This design comes from an exercise in tuning for small area on the open sky130 flow, not from production work. The RTL was checked by simulation tests, not by an equivalence proof against the original design.

== rev 12 ==
==> flow/design.v (excerpt) <==
module Lorenz3D(
    clk,
    rst,
    x_init,
    y_init,
    z_init,
    pinX,
    pinY,
    pinZ,
    x,
    y,
    z
    );
==> flow/config.mk <==
export PLATFORM = sky130hd
export DESIGN_NAME = Lorenz3D
export DESIGN_NICKNAME = Lorenz3D
export VERILOG_FILES = /design/flow/design.v
export SDC_FILE = /design/flow/constraint.sdc
export NUM_CORES = 4
export LEC_CHECK = 0
export CAP_MARGIN = 20
export CORE_MARGIN = 2
export CORE_UTILIZATION = 40
export CTS_BUF_LIST = sky130_fd_sc_hd__clkbuf_4
export SLEW_MARGIN = 20
export SYNTH_HIERARCHICAL = 1
==> flow/constraint.sdc <==
create_clock -name core_clock -period 18.0 [get_ports {clk}]
set_input_delay 3.6000 -clock core_clock [delete_from_list [all_inputs] [get_ports {clk}]]
set_output_delay 3.6000 -clock core_clock [all_outputs]
set_load 0.01 [all_outputs]
standard.sh (not shown) runs the stock make flow with config.mk's settings and CLKGATE_MAP_FILE= SYNTH_SCRIPT=/design/flow/synth_recipe.tcl, a recipe that flattens the netlist after the stock synthesis.
==> flow/flow/run.sh <==
#!/bin/bash
# Layout flow: the standard synthesis and layout, with one extra step
# between them: combinational cells that synthesis sized up but that drive
# few loads are set back to their smallest drive strength (registers are
# left as synthesis made them); the layout's own timing repair sizes up
# again wherever timing needs it.  Port buffers use the smallest buffer.
set -euo pipefail
bash standard.sh synth > synth.log 2>&1
RESULTS=orfs/results/$FLOW_PLATFORM/Lorenz3D/base \
  openroad -no_init -exit flow/downsize.tcl > downsize.log 2>&1
BUFFER_PORTS_ARGS="-buffer_cell sky130_fd_sc_hd__buf_1" \
  bash standard.sh > layout.log 2>&1
==> flow/flow/downsize.tcl <==
set odb $::env(RESULTS)/1_synth.odb
read_db $odb
set db [ord::get_db]
set block [ord::get_db_block]
set n 0
set saved 0.0
foreach inst [$block getInsts] {
  set master [$inst getMaster]
  set name [$master getName]
  if {[$master isSequential]} { continue }
  if {![regexp {^(sky130_fd_sc_hd__([a-z0-9]+))_([0-9]+)$} $name -> base func size]} { continue }
  if {[regexp {^(df|edf|sdf|dl|buf|clk|conb|tap|fill|decap|diode|fa$|ha$)} $func]} { continue }
  set fanout 0
  foreach it [$inst getITerms] {
    if {[$it isOutputSignal]} {
      set net [$it getNet]
      if {$net ne "NULL"} {
        incr fanout [expr {[llength [$net getITerms]] + [llength [$net getBTerms]] - 1}]
      }
    }
  }
  if {$fanout > 4} { continue }
  foreach s {0 1} {
    if {$s >= $size} { break }
    set m [$db findMaster ${base}_$s]
    if {$m ne "NULL"} {
      set saved [expr {$saved + ([$master getWidth] - [$m getWidth]) * [$master getHeight] / 1e6}]
      $inst swapMaster $m
      incr n
      break
    }
  }
}
puts "downsized $n instances, [format %.1f $saved] um^2"
write_db $odb
Every stage of the flow completed for rev 12, and the final layout passed the timing, DRC and antenna checks.
Relative to rev 12, the following input files were edited for rev 13:
- clearing CTS_BUF_LIST, which used to be sky130_fd_sc_hd__clkbuf_4
==> flow/run.sh (new file) <==
#!/bin/bash
# synth_recipe.tcl (not shown) runs the flow's synth.tcl, then flattens the netlist and writes it again
# the make line also repeats each setting of config.mk as NAME=value (left out here)
make -C /OpenROAD-flow-scripts/flow DESIGN_CONFIG=/design/flow/config.mk WORK_HOME=/design/flow/orfs CLKGATE_MAP_FILE= SYNTH_SCRIPT=/design/flow/synth_recipe.tcl finish
removed: flow/flow/run.sh
removed: flow/flow/downsize.tcl
removed: flow/standard.sh
[summary]
Comparing rev 13 and rev 12, the lower routed length per instance was measured on rev 12.
The lower height of the chip came out of rev 12.
Against rev 12 as the reference, rev 13 delivers a lower clock skew.
Rev 13 vs rev 12 — aggregate routed wire length climbed by a few percent
Comparing rev 12 against rev 13, there is no change at all in total DRC errors in the routed layout.
Going from rev 12 to rev 13, fraction of final layout cells sized beyond drive strength 1 climbed 11 points, number of placement rows higher, setup slack higher, setup slack at placement now larger.
Relative to rev 12, design area increased by 10% in rev 13.

* * *

Lorenz3D, a different RTL version from the one above (not shown whole).
Size in the first run: ~2,700 cells after synthesis, about 200 I/O pins, ~31,000 µm² of cells after synthesis.
clock: 18.0 ns
lec_check: 0
cap_margin: 0
core_margin: 2
core_utilization: 70
cts_buf_list: sky130_fd_sc_hd__clkbuf_8
cts_cluster_diameter: 60
cts_cluster_size: 16
slew_margin: 0
synth_hierarchical: 1
==> flow/flow/run.sh <==
#!/bin/bash
# Layout flow: the standard synthesis and layout, with one extra step
# between them: combinational cells that synthesis sized up but that drive
# few loads are set back to their smallest drive strength (registers are
# left as synthesis made them); the layout's own timing repair sizes up
# again wherever timing needs it.  Port buffers use the smallest buffer.
set -euo pipefail
bash standard.sh synth > synth.log 2>&1
RESULTS=orfs/results/$FLOW_PLATFORM/Lorenz3D/base \
  openroad -no_init -exit flow/downsize.tcl > downsize.log 2>&1
BUFFER_PORTS_ARGS="-buffer_cell sky130_fd_sc_hd__buf_1" \
  bash standard.sh > layout.log 2>&1
==> flow/flow/downsize.tcl <==
set odb $::env(RESULTS)/1_synth.odb
read_db $odb
set db [ord::get_db]
set block [ord::get_db_block]
set n 0
set saved 0.0
foreach inst [$block getInsts] {
  set master [$inst getMaster]
  set name [$master getName]
  if {[$master isSequential]} { continue }
  if {![regexp {^(sky130_fd_sc_hd__([a-z0-9]+))_([0-9]+)$} $name -> base func size]} { continue }
  if {[regexp {^(df|edf|sdf|dl|buf|clk|conb|tap|fill|decap|diode|fa$|ha$)} $func]} { continue }
  set fanout 0
  foreach it [$inst getITerms] {
    if {[$it isOutputSignal]} {
      set net [$it getNet]
      if {$net ne "NULL"} {
        incr fanout [expr {[llength [$net getITerms]] + [llength [$net getBTerms]] - 1}]
      }
    }
  }
  if {$fanout > 4} { continue }
  foreach s {0 1} {
    if {$s >= $size} { break }
    set m [$db findMaster ${base}_$s]
    if {$m ne "NULL"} {
      set saved [expr {$saved + ([$master getWidth] - [$m getWidth]) * [$master getHeight] / 1e6}]
      $inst swapMaster $m
      incr n
      break
    }
  }
}
puts "downsized $n instances, [format %.1f $saved] um^2"
write_db $odb
The baseline finished clean.
==> next run, changes <==
- CORE_UTILIZATION: 70 -> 60
- CTS_CLUSTER_DIAMETER: 60 -> 50
- CTS_CLUSTER_SIZE: 16 -> 12
=>
- The changed run went through all stages and came out clean
- non-clock buffer count went up by 8
- routed wire length came out higher by 4.3%
- worst setup slack gets better by 0.014 ns
- die area goes up by 16%
- clock-buffer cell count rises by 12

## afterwards: timing with drivers on the ports
Ports are ideal in the flow. The routed layouts listed here were re-timed in OpenROAD. Step 1 (the two cells are an assumption about what drives the block):
set clk [get_ports {clk}]
set_driving_cell -lib_cell sky130_fd_sc_hd__clkbuf_16 $clk
set_driving_cell -lib_cell sky130_fd_sc_hd__buf_2 [delete_from_list [all_inputs] $clk]
Step 2, shift: input delay + t, output delay - t, t = (earliest + latest rising clock arrival at the registers) / 2. This alone moves slack from input paths to output paths. Three values: ideal, step 1, step 2; two values: the first two.
| run | t, ns | setup WS [ns] | hold WS [ns] | slew at the worst register clock pin (ns) |
|---|---|---|---|---|
| rev 12 | 0.893 | 0.791 / 0.791 / 0.791 | 0.498 / 0.498 / 0.498 | 0.09 / 0.09 |
| rev 13 | 0.599 | 1.049 / 1.049 / 1.049 | 0.502 / 0.502 / 0.502 | 0.07 / 0.07 |
| the first run of note 2 | 0.655 | 0.741 / 0.741 / 0.741 | 0.524 / 0.524 / 0.524 | 0.11 / 0.11 |
| the second run of note 2 | 0.691 | 0.755 / 0.755 / 0.755 | 0.487 / 0.487 / 0.487 | 0.09 / 0.09 |
After both steps every run listed still meets setup and hold.
